This design comes from an exercise in tuning for small area and a short achievable clock period on the open sky130 flow, not from production work.
Function was checked by simulation only, so behaviour that the tests miss may differ from the original.
Power figures rest on the tool's default switching activity, not on a simulated workload.

## ALU_TOP
module ALU_TOP (
input  wire [15:0] A ,
input  wire [15:0] B ,
input  wire [3:0]  ALU_FUNC ,
input  wire        CLK ,
output reg  [31:0] Arith_OUT ,
output wire        Carry_OUT ,
output reg         Arith_Flag ,
output reg  [15:0] Logic_OUT ,
output reg         Logic_Flag ,
output reg  [15:0] Shift_OUT ,
output reg         Shift_Flag ,
output reg  [2:0]  CMP_OUT ,
output reg         CMP_Flag
);
wire [3:0] en;
Decoder U0 (.IN(ALU_FUNC[3:2]), .OUT(en));
wire        sub = (en[0] & (ALU_FUNC[1:0] == 2'b01)) | en[2];
wire [15:0] y   = B ^ {16{sub}};
wire [16:0] c;
wire [16:0] s;
assign c[0] = sub;
genvar i;
generate
  for (i = 0; i < 16; i = i + 1) begin : add
    assign s[i]   = A[i] ^ y[i] ^ c[i];
    assign c[i+1] = (A[i] & y[i]) | (A[i] & c[i]) | (y[i] & c[i]);
  end
endgenerate
assign s[16] = c[16];
wire        lt  = ~s[16];
wire        eq  = ~|s[15:0];    
wire [31:0] prod;
wire [15:0] quot;
MUL_UNIT U_MUL (.A(A), .B(B), .P(prod));
DIV_UNIT U_DIV (.A(A), .B(B), .Q(quot));
reg [31:0] arith;
always @(*) begin
  case (ALU_FUNC[1:0])
    2'b00: arith = {15'b0, s};
    2'b01: arith = {{16{lt}}, s[15:0]};
    2'b10: arith = prod;
    default: arith = {16'b0, quot};
  ...
For scale: roughly 110 I/O pins, about 17,000 um^2 of cells after synthesis.
Settings: LEC_CHECK=0, ABC_AREA=1, CAP_MARGIN=20, CORE_MARGIN=2, CORE_UTILIZATION=40, SLEW_MARGIN=20; clock period 105.0 ns.
standard.sh (not shown) runs the stock make flow with config.mk's settings and CLKGATE_MAP_FILE= SYNTH_SCRIPT=/design/flow/synth_recipe.tcl, a recipe that flattens the netlist after the stock synthesis.
==> flow/flow/run.sh <==
#!/bin/bash
# Layout flow: the standard synthesis, then the combinational logic is
# re-mapped (full-adder polarity chosen to save inverters, other cells
# re-mapped by ABC; flip-flops untouched), proven equivalent to the standard
# netlist, and laid out by the standard flow with small port buffers.
set -euo pipefail
F=$PWD/flow
source $F/params.sh
R=$PWD/orfs/results/sky130hd/ALU_TOP/base
export LIB=$FLOW_HOME/platforms/sky130hd/lib/sky130_fd_sc_hd__tt_025C_1v80.lib
export YOSYS=$(command -v yosys || echo /OpenROAD-flow-scripts/tools/install/yosys/bin/yosys)
export YOSYS_ABC=$(command -v yosys-abc || echo $(dirname $YOSYS)/yosys-abc)

bash standard.sh synth > synth.log 2>&1
cp $R/1_2_yosys.v std_synth.v
python3 $F/fixinv.py std_synth.v fixinv1.v $SOFTEN > fixinv1.log 2>&1
RS_IN=$PWD/fixinv1.v RS_OUT=$PWD/resynth.v RS_LIB=$LIB RS_SCRIPT=$F/$ABC_SCRIPT \
  RS_DONT_USE="$(cat $F/dont_use.txt)" RS_CONSTR=$F/abc.constr \
  $YOSYS -c $F/resynth.tcl > resynth.log 2>&1
python3 $F/fixinv.py resynth.v fixinv2.v > fixinv2.log 2>&1
if bash $F/equiv.sh std_synth.v fixinv2.v $PWD/equiv > equiv.log 2>&1; then
  echo "re-mapped netlist proven equivalent" >> equiv.log
  cp fixinv2.v $R/1_2_yosys.v
  rm -f $R/1_synth.odb $R/1_synth.sdc
else
  echo "equivalence not proven: keeping the standard netlist" >> equiv.log
fi
bash standard.sh "${EXTRA[@]}" finish > layout.log 2>&1
==> flow/flow/params.sh <==
ABC_SCRIPT=resynth.abc
SOFTEN="--soften"
EXTRA=("BUFFER_PORTS_ARGS=-buffer_cell sky130_fd_sc_hd__buf_1" "SETUP_SLACK_MARGIN=72.5" "TNS_END_PERCENT=10")
Other scripts of this flow, unchanged in this note and not shown: flow/flow/abc.constr, flow/flow/cutff.py, flow/flow/dont_use.txt, flow/flow/equiv.sh, flow/flow/fixinv.py, flow/flow/resynth.abc, flow/flow/resynth.tcl
The baseline passed the timing, DRC and antenna checks.
Edit:
==> flow/flow/params.sh (replaced) <==
ABC_SCRIPT=resynth.abc
SOFTEN="--soften"
EXTRA=("BUFFER_PORTS_ARGS=-buffer_cell sky130_fd_sc_hd__buf_1" "SETUP_SLACK_MARGIN=74" "TNS_END_PERCENT=10")
The changed run finished with timing, DRC and antenna clean.
Wire length shrinks by 0.81%.
Total power is lower by 1.1%.
Via count falls by 0.83%.
Edit:
==> flow/flow/params.sh (replaced) <==
ABC_SCRIPT=resynth.abc
SOFTEN="--soften"
EXTRA=("BUFFER_PORTS_ARGS=-buffer_cell sky130_fd_sc_hd__buf_1")
CAP_MARGIN = 5   (was 20)
SLEW_MARGIN = 5   (was 20)
Via count came out lower by 2.4%; die area does not change; maximum frequency came out lower by 5.9%; global-route usage came out lower by 0.90 points; power came out lower by 2.0%; design area came out lower by 6.6%; wire length came out lower by 2.6%.
Edit:
CAP_MARGIN = 20   (was 5)
SLEW_MARGIN = 20   (was 5)
The changed run finished with timing, DRC and antenna clean.
Maximum frequency stays the same.
Worst hold slack does not change.
Setup slack is unchanged.

Setup of run 1:
Starting RTL as in the previous note.
Design ALU_TOP, start of the top module:
module ALU_TOP (
input  wire [15:0] A ,
input  wire [15:0] B ,
input  wire [3:0]  ALU_FUNC ,
input  wire        CLK ,
output reg  [31:0] Arith_OUT ,
output wire        Carry_OUT ,
output reg         Arith_Flag ,
output reg  [15:0] Logic_OUT ,
output reg         Logic_Flag ,
output reg  [15:0] Shift_OUT ,
output reg         Shift_Flag ,
output reg  [2:0]  CMP_OUT ,
output reg         CMP_Flag
);
wire [3:0] en;
Decoder U0 (.IN(ALU_FUNC[3:2]), .OUT(en));
wire        sub = (en[0] & (ALU_FUNC[1:0] == 2'b01)) | en[2];
wire [15:0] y   = B ^ {16{sub}};
wire [16:0] c;
wire [16:0] s;
assign c[0] = sub;
genvar i;
generate
  for (i = 0; i < 16; i = i + 1) begin : add
    assign s[i]   = A[i] ^ y[i] ^ c[i];
    assign c[i+1] = (A[i] & y[i]) | (A[i] & c[i]) | (y[i] & c[i]);
  end
endgenerate
assign s[16] = c[16];
wire        lt  = ~s[16];
wire        eq  = ~|s[15:0];    
wire [31:0] prod;
wire [15:0] quot;
MUL_UNIT U_MUL (.A(A), .B(B), .P(prod));
DIV_UNIT U_DIV (.A(A), .B(B), .Q(quot));
reg [31:0] arith;
always @(*) begin
  case (ALU_FUNC[1:0])
    2'b00: arith = {15'b0, s};
    2'b01: arith = {{16{lt}}, s[15:0]};
    2'b10: arith = prod;
    default: arith = {16'b0, quot};
  endcase
end
wire [15:0] logic_y, shift_y;
wire [2:0]  cmp_y;
LOGIC_UNIT U_LOGIC (.A(A), .B(B), .F(ALU_FUNC[1:0]), .Y(logic_y));
SHIFT_UNIT U_SHIFT (.A(A), .B(B), .F(ALU_FUNC[1:0]), .Y(shift_y));
CMP_UNIT   U_CMP   (.eq(eq), .lt(lt), .F(ALU_FUNC[1:0]), .Y(cmp_y));
always @(posedge CLK) begin
  Arith_OUT  <= en[0] ? arith : 32'b0;
  Arith_Flag <= en[0];
  Logic_OUT  <= en[1] ? logic_y : 16'b0;
  Logic_Flag <= en[1];
  CMP_OUT    <= en[2] ? cmp_y : 3'b0;
  CMP_Flag   <= en[2];
  Shift_OUT  <= en[3] ? shift_y : 16'b0;
  Shift_Flag <= en[3];
end
assign Carry_OUT = Arith_OUT[16];
endmodule
clock: 105.0 ns
lec_check: 0
abc_area: 1
cap_margin: 20
core_margin: 2
core_utilization: 40
cts_cluster_diameter: 300
cts_cluster_size: 40
slew_margin: 20
Scripts as last shown in full above: flow/flow/run.sh
Other scripts of this flow, unchanged in this note and not shown: flow/flow/abc.constr, flow/flow/cutff.py, flow/flow/dont_use.txt, flow/flow/equiv.sh, flow/flow/fixinv.py, flow/flow/params.sh, flow/flow/resynth.abc, flow/flow/resynth.tcl
Run 1: full flow OK, the timing, DRC and antenna checks passed
diff inputs: run 1 => run 2
-- flow/config.mk --
<<< run 1, line 11
export CORE_UTILIZATION = 40
export CTS_CLUSTER_DIAMETER = 300
export CTS_CLUSTER_SIZE = 40
export SLEW_MARGIN = 20
>>> run 2, line 11
export CORE_UTILIZATION = 40
export CTS_CLUSTER_DIAMETER = 500
export CTS_CLUSTER_SIZE = 100
export SLEW_MARGIN = 20
## What came out
- Reported for run 1 and run 2, TritonCTS sink count turned out identical to the last digit.
- Between run 1 and run 2, the difference in combinational share of power is negligible.
- As far as cell count goes, run 1 and run 2 are indistinguishable; the numbers are identical.

Setup of v29:
Another version of the RTL of ALU_TOP (not shown whole).
Size: about 0.019 mm² of cells after synthesis.
clock: 105.0 ns
lec_check: 0
abc_area: 1
cap_margin: 20
core_margin: 2
core_utilization: 65
slew_margin: 20
run.sh (not shown) runs the stock make flow with config.mk's settings and CLKGATE_MAP_FILE= SYNTH_SCRIPT=/design/flow/synth_recipe.tcl, a recipe that flattens the netlist after the stock synthesis.
Stock flow here: none of the scripts above is used.
#### Input delta (v24 over v29)
# v29
export LEC_CHECK = 0
export ABC_AREA = 1
export CAP_MARGIN = 20
export CORE_MARGIN = 2
export CORE_UTILIZATION = 65
export SLEW_MARGIN = 20
create_clock -name core_clock -period 105.0 [get_ports {CLK}]
# v24
export LEC_CHECK = 0
export ABC_AREA = 1
export CAP_MARGIN = 20
export CORE_MARGIN = 2
export CORE_UTILIZATION = 40
export SLEW_MARGIN = 20
create_clock -name core_clock -period 105.0 [get_ports {CLK}]
==> flow/flow/run.sh (new file) <==
#!/bin/bash
# Standard layout, unchanged.
set -e
bash standard.sh > standard.log 2>&1
==> flow/standard.sh (new file) <==
#!/bin/bash
# synth_recipe.tcl (not shown) runs the flow's synth.tcl, then flattens the netlist and writes it again
# the make line also repeats each setting of config.mk as NAME=value (left out here)
make -C /OpenROAD-flow-scripts/flow DESIGN_CONFIG=/design/flow/config.mk WORK_HOME=/design/flow/orfs CLKGATE_MAP_FILE= SYNTH_SCRIPT=/design/flow/synth_recipe.tcl "${@:-finish}"
removed: flow/run.sh
Results
v24 against v29: fraction of area in clock buffers and inverters neither gained nor lost much; maximum number of pins on one net before global-route repair held steady; cell-internal power rose about 2%.
Total power | v24 above v29
As far as setup-violating endpoint count in the final report goes, v24 and v29 are indistinguishable; the numbers are identical.
Going from v29 to v24, non-clock buffer count has increased, time the worst path needs with I/O delays and setup shows an increase of 0.58 ns, share of power burned in combinational logic has remained practically unchanged, share of the core filled with cells in the final layout went down.

[afterwards: timing with drivers on the ports]
How much do the figures lean on ideal ports? The routed layouts below were timed once more, with nothing changed but the port constraints.
Step 1 (the two cells are an assumption about what drives the block):
set clk [get_ports {CLK}]
set_driving_cell -lib_cell sky130_fd_sc_hd__clkbuf_16 $clk
set_driving_cell -lib_cell sky130_fd_sc_hd__buf_2 [delete_from_list [all_inputs] $clk]
Step 2, shift: input delay + t, output delay - t, t = (earliest + latest rising clock arrival at the registers) / 2. This alone moves slack from input paths to output paths.
a / b / c = ideal / step 1 / step 2; a / b = the first two.
run | shift t [ns] | setup WS [ns] | worst setup path at the end | worst register clock-pin slew, ns
the first run of note 1 | 0.400 | 73.066 / 73.093 / 72.693 | input to register | 0.07 / 0.07
the second run of note 1 | 0.399 | 73.244 / 73.272 / 72.873 | input to register | 0.07 / 0.07
the third run of note 1 | 0.398 | 71.247 / 71.275 / 70.877 | input to register | 0.07 / 0.07
the fourth run of note 1 | 0.398 | 71.247 / 71.275 / 70.877 | input to register | 0.07 / 0.07
run 1 | 0.398 | 71.247 / 71.275 / 70.877 | input to register | 0.07 / 0.07
run 2 | 0.398 | 71.247 / 71.275 / 70.877 | input to register | 0.07 / 0.07
v29 | 0.399 | 65.501 / 65.528 / 65.128 | input to register | 0.07 / 0.07
v24 | 0.419 | 64.918 / 64.948 / 64.529 | input to register | 0.07 / 0.07
After both steps setup and hold are still met in every run listed. For v24, which loses most, drivers alone change the setup slack by +0.030 ns; drivers and shift together by -0.389 ns.
